Background: an optimization exercise with open tools, aiming at small area. Do not read the settings as production practice. In this exercise RTL edits were held to simulation tests only and were not proved equivalent to the original. Power figures rest on the tool's default switching activity, not on a simulated workload.

==> module myModule, before the edit <==
module myModule(readerClockActive, C, D, V, clock, rst, three, faultLED, rstLED, doneLED);
        output wire rstLED;
        input wire clock;
        input wire rst;
        input wire D;
        output wire V;
        output wire readerClockActive;
        output wire C;
        output wire three;
        output wire faultLED;
        output wire doneLED;
        localparam [3:0]  M_INV  = 4'b1010;
        localparam [2:0]  A3_INV = 3'b010;
        localparam [3:0]  B_INV  = 4'b0000;
        localparam [2:0]  CNT_INV = 3'b000;
        localparam [1:0]  N1_INV = 2'b00;
        localparam [1:0]  N0_INV = 2'b00;
        localparam [2:0]  N_INV  = 3'b000;
        localparam [11:0] K_INV  = 12'b101010101010;
        localparam [11:0] HD_INV = 12'b010101010101;
        localparam [9:0]  LO_INV = 10'b1010101010;
        localparam [9:0]  F_INV  = 10'b0000000000;    
        reg [3:0]  m;
        reg [2:0]  a;
        reg [3:0]  b;
        reg [2:0]  cnt;
        reg [1:0]  nOne, nZero;
        reg [2:0]  n;
        reg [11:0] K;
        reg [11:0] hd;
        reg [9:0]  lo;
        reg [9:0]  f;
        wire [3:0]  mT = m ^ M_INV;
        wire [2:0]  aT = a ^ A3_INV;
        wire [3:0]  bT = b ^ B_INV;
        wire [2:0]  cntT = cnt ^ CNT_INV;
        wire [1:0]  nOneT = nOne ^ N1_INV;
        wire [1:0]  nZeroT = nZero ^ N0_INV;
        wire [2:0]  nT = n ^ N_INV;
        wire [11:0] KT  = K ^ K_INV;
        wire [11:0] hdT = hd ^ HD_INV;
        wire [9:0]  loT = lo ^ LO_INV;
        wire [9:0]  fT = f ^ F_INV;
        wire p = fT[0], pol = fT[1], A = fT[2], threeT = fT[3], hBA = fT[4], firstTime = fT[5];
        wire rstLEDT = fT[6], faultLEDT = fT[7], doneLEDT = fT[8], P = fT[9];
        assign readerClockActive = A;
        assign three = threeT;
        assign rstLED = rstLEDT;
        assign faultLED = faultLEDT;
        assign doneLED = doneLEDT;
        wire winEnd = (mT == 4'b1111) && (aT[0] & aT[2]) && (!bT[1] & !bT[2]);
        wire same   = (D == pol);
        wire blk    = cntT[0] & cntT[2];
        wire active = nOneT[1] & !nOneT[0] & nZeroT[1] & !nZeroT[0];
        wire tc3    = (nT[2] & A);
        wire td5    = (!nT[0] & !nT[1] & !nT[2]);
        assign V    = !((!nT[0] & nT[2]));
        wire hdE    = (hdT == 12'b0);
        wire inWin  = hdE && (faultLEDT ? !(!loT[0] & loT[1] & !loT[4] & loT[7] & loT[9]) : !P);
        wire wrap   = (loT == 10'b1010110010);
        wire inc    = td5 && !rstLEDT && firstTime;
        assign C = V & (faultLEDT ? ((!mT[2] & !mT[3]) | (!mT[0] & mT[2]) | (!mT[1] & mT[2] & !p) | (mT[1] & mT[2] & mT[3] & p))
                                  : ((mT[0] & mT[2]) | (mT[1] & mT[3])));
        wire [3:0] mN = rst ? 4'd14 : {mT[2:0], (mT[0] & !mT[3]) | (!mT[0] & mT[3]) | (mT[0] & !mT[1] & mT[2])};
        wire [2:0] aN = rst ? 3'd2 : {aT[1:0], (!aT[1] & !aT[2]) | (aT[1] & aT[2])};
        wire [3:0] bN = rst ? 4'd3 : {bT[2:0], (bT[0] & !bT[3]) | (!bT[1] & !bT[2]) | (!bT[0] & bT[3])};
        wire [2:0] cntN = rst ? 3'b001 : {!(blk | (cntT[0] & cntT[1] & same) | (cntT[2] & same)), !blk, blk | (!cntT[0] & same)};
        wire [1:0] nOneN = (rst || winEnd) ? 2'b00 : (blk & pol) ? {nOneT[1] | nOneT[0], !nOneT[1]} : nOneT;
        wire [1:0] nZeroN = (rst || winEnd) ? 2'b00 : (blk & !pol) ? {nZeroT[1] | nZeroT[0], !nZeroT[1]} : nZeroT;
        wire AN = rst ? 1'b0 : winEnd ? active : A;
        wire [2:0] nN = rst ? 3'd4 : winEnd ? {(nT[0] & nT[1] & !A & !active) | (nT[0] & A & active), !((!nT[0] & !nT[1] & !active) | (nT[2] & !A & !active)), (nT[1] & !A & !active) | (A & active)} : !V ? 3'd1 : nT;
        wire [11:0] KN = rst ? 12'b000000010100 : inc ? {KT[10:0], ~(KT[11] ^ KT[0] ^ KT[3] ^ KT[5])} : KT;
        wire [9:0] loN = (!hBA || wrap) ? 10'd0 : {loT[8:0], ~(loT[9] ^ loT[6])};
        wire [9:0]  fN;
        assign fN[0]  = !rst && !p;
        assign fN[1]  = D;
        assign fN[2]  = AN;
        assign fN[3]  = !rst && tc3;
        assign fN[4]  = !rst && !td5 && (tc3 || hBA);
        assign fN[5]  = !rst && (firstTime || tc3);
        assign fN[6]  = !rst && (td5 || (rstLEDT && !inWin));
        assign fN[7]  = !rst && inWin;
        assign fN[8]  = !rst && (doneLEDT || (!hdT[1] & !hdT[4] & hdT[6] & !P));
        assign fN[9]  = rst || (hBA && (P || faultLEDT));
        always @(posedge clock) begin
                m <= mN ^ M_INV;
                a <= aN ^ A3_INV;
                b <= bN ^ B_INV;
                cnt <= cntN ^ CNT_INV;
                nOne <= nOneN ^ N1_INV;
                nZero <= nZeroN ^ N0_INV;
                n <= nN ^ N_INV;
                K <= KN ^ K_INV;
                if (!hBA) hd <= KT ^ HD_INV;
                else if (wrap) hd <= {~(hdT[0] ^ hdT[1] ^ hdT[4] ^ hdT[6]), hdT[11:1]} ^ HD_INV;
                lo <= loN ^ LO_INV;
                f <= fN ^ F_INV;
        end
endmodule
export LEC_CHECK = 0
export CAP_MARGIN = 20
export CORE_MARGIN = 2
export CORE_UTILIZATION = 40
export SLEW_MARGIN = 20
create_clock -name core_clock -period 5.0 [get_ports {clock}]
standard.sh (not shown) runs the stock make flow with config.mk's settings and CLKGATE_MAP_FILE= SYNTH_SCRIPT=/design/flow/synth_recipe.tcl, a recipe that flattens the netlist after the stock synthesis.
==> flow/flow/run.sh <==
#!/bin/bash
# Layout flow: the standard ORFS flow (standard.sh) with these changes:
#  - synthesis: the standard script, except that the final ABC technology
#    mapping uses an area-oriented script (flow/area.abc) instead of ORFS's
#    speed script; every step before it, so every register, is unchanged;
#  - port buffers use the smallest buffer cell;
#  - a clock tree of clkbuf_4 buffers, without dummy loads;
#  - power recovery (downsizing of non-critical gates) after global routing.
# make's full output goes to standard.log; ORFS's per-step logs are under orfs/logs.
set -o pipefail
HERE=$(pwd)
{
  echo 'proc abc {args} { set i [lsearch -exact $args -script]; if {$i >= 0} { lset args [expr {$i+1}] $::env(MY_ABC_SCRIPT) }; yosys abc {*}$args }'
  cat synth_recipe.tcl
} > my_synth.tcl
export MY_ABC_SCRIPT=$HERE/flow/area.abc
bash standard.sh finish \
  SYNTH_SCRIPT=$HERE/my_synth.tcl \
  BUFFER_PORTS_ARGS="-buffer_cell sky130_fd_sc_hd__buf_1" \
  CTS_ARGS="-sink_clustering_enable -buf_list sky130_fd_sc_hd__clkbuf_4 -root_buf sky130_fd_sc_hd__clkbuf_4 -tree_buf sky130_fd_sc_hd__clkbuf_4 -sink_clustering_buffer sky130_fd_sc_hd__clkbuf_4 -dont_use_dummy_load -repair_clock_nets" \
  RECOVER_POWER=100 \
  > standard.log 2>&1
==> flow/flow/area.abc <==
&get -n
&st
&syn2
&dch -f
&nf -a -R 1000
&put
strash
dch -f
amap
Change:
--- a/flow/design.v
+++ b/flow/design.v
@@ -19,7 +19,7 @@
         localparam [11:0] K_INV  = 12'b101010101010;
         localparam [11:0] HD_INV = 12'b010101010101;
         localparam [9:0]  LO_INV = 10'b1010101010;
-        localparam [9:0]  F_INV  = 10'b0000000000;    
+        localparam [12:0] F_INV  = 13'b0000000010000;    
         reg [3:0]  m;
         reg [2:0]  a;
         reg [3:0]  b;
@@ -29,7 +29,7 @@
         reg [11:0] K;
         reg [11:0] hd;
         reg [9:0]  lo;
-        reg [9:0]  f;
+        reg [10:0] f;
         wire [3:0]  mT = m ^ M_INV;
         wire [2:0]  aT = a ^ A3_INV;
         wire [3:0]  bT = b ^ B_INV;
@@ -40,9 +40,9 @@
         wire [11:0] KT  = K ^ K_INV;
         wire [11:0] hdT = hd ^ HD_INV;
         wire [9:0]  loT = lo ^ LO_INV;
-        wire [9:0]  fT = f ^ F_INV;
+        wire [10:0] fT = f ^ F_INV[10:0];
         wire p = fT[0], pol = fT[1], A = fT[2], threeT = fT[3], hBA = fT[4], firstTime = fT[5];
-        wire rstLEDT = fT[6], faultLEDT = fT[7], doneLEDT = fT[8], P = fT[9];
+        wire prevRST = fT[6], rstLEDT = fT[7], faultLEDT = fT[8], doneLEDT = fT[9], P = fT[10];
         assign readerClockActive = A;
         assign three = threeT;
         assign rstLED = rstLEDT;
@@ -58,7 +58,7 @@
         wire hdE    = (hdT == 12'b0);
         wire inWin  = hdE && (faultLEDT ? !(!loT[0] & loT[1] & !loT[4] & loT[7] & loT[9]) : !P);
         wire wrap   = (loT == 10'b1010110010);
-        wire inc    = td5 && !rstLEDT && firstTime;
+        wire inc    = !prevRST && rstLEDT && firstTime;
         assign C = V & (faultLEDT ? ((!mT[2] & !mT[3]) | (!mT[0] & mT[2]) | (!mT[1] & mT[2] & !p) | (mT[1] & mT[2] & mT[3] & p))
                                   : ((mT[0] & mT[2]) | (mT[1] & mT[3])));
         wire [3:0] mN = rst ? 4'd14 : {mT[2:0], (mT[0] & !mT[3]) | (!mT[0] & mT[3]) | (mT[0] & !mT[1] & mT[2])};
@@ -71,17 +71,18 @@
         wire [2:0] nN = rst ? 3'd4 : winEnd ? {(nT[0] & nT[1] & !A & !active) | (nT[0] & A & active), !((!nT[0] & !nT[1] & !active) | (nT[2] & !A & !active)), (nT[1] & !A & !active) | (A & active)} : !V ? 3'd1 : nT;
         wire [11:0] KN = rst ? 12'b000000010100 : inc ? {KT[10:0], ~(KT[11] ^ KT[0] ^ KT[3] ^ KT[5])} : KT;
         wire [9:0] loN = (!hBA || wrap) ? 10'd0 : {loT[8:0], ~(loT[9] ^ loT[6])};
-        wire [9:0]  fN;
+        wire [10:0] fN;
         assign fN[0]  = !rst && !p;
         assign fN[1]  = D;
         assign fN[2]  = AN;
         assign fN[3]  = !rst && tc3;
         assign fN[4]  = !rst && !td5 && (tc3 || hBA);
         assign fN[5]  = !rst && (firstTime || tc3);
-        assign fN[6]  = !rst && (td5 || (rstLEDT && !inWin));
-        assign fN[7]  = !rst && inWin;
-        assign fN[8]  = !rst && (doneLEDT || (!hdT[1] & !hdT[4] & hdT[6] & !P));
-        assign fN[9]  = rst || (hBA && (P || faultLEDT));
+        assign fN[6]  = rstLEDT;
+        assign fN[7]  = !rst && (td5 || (rstLEDT && !inWin));
+        assign fN[8]  = !rst && inWin;
+        assign fN[9]  = !rst && (doneLEDT || (!KT[1] & !KT[4] & KT[6]));
+        assign fN[10] = rst || (hBA && (P || faultLEDT));
         always @(posedge clock) begin
                 m <= mN ^ M_INV;
                 a <= aN ^ A3_INV;
@@ -94,6 +95,6 @@
                 if (!hBA) hd <= KT ^ HD_INV;
                 else if (wrap) hd <= {~(hdT[0] ^ hdT[1] ^ hdT[4] ^ hdT[6]), hdT[11:1]} ^ HD_INV;
                 lo <= loN ^ LO_INV;
-                f <= fN ^ F_INV;
+                f <= fN ^ F_INV[10:0];
         end
 endmodule
Effect: The new run finished with timing, DRC and antenna clean. Final area came out higher by 0.36%. Worst setup slack improved by 0.062 ns. Critical path depth is higher by 2. Clock power hardly moves. Wire length goes down by 1.1%. Count of clock-buffer cells in the layout is unchanged. Fmax rises by 2.3%. Via count barely changes. Sequential cell count rose by 1. Non-clock buffer count fell by 2. Synthesized cell count drops by 0.92%. Synthesized area went up by 0.74%. Register-to-register slack improved by 0.07 ns. First-iteration DRC count grows by 25%.

## re-timing with driven ports
Ports are ideal in the flow. The routed layouts listed here were re-timed in OpenROAD. Step 1, drivers: a clkbuf_16 drives clock and a buf_2 each remaining input, both assumed. Step 2 adds t to the input delays and takes it off the output delays; t is the mean of the earliest and latest rising clock arrival at the registers after step 1. Input paths then give back, and output paths get back, about the clock's delay inside the block. Three values: ideal, step 1, step 2; two values: the first two.
| run | shift t [ns] | setup slack, ns | worst setup path after step 2 | latest minus earliest clock arrival (ns) |
|---|---|---|---|---|
| the first run | 0.405 | 2.282 / 2.282 / 2.098 | input to register | 0.024 / 0.023 |
| the second run | 0.415 | 2.344 / 2.316 / 2.129 | input to register | 0.028 / 0.028 |
After both steps setup and hold are still met in every run listed. The setup slack of the second run, which loses most, moves by -0.028 ns with the drivers and by -0.215 ns with both steps.
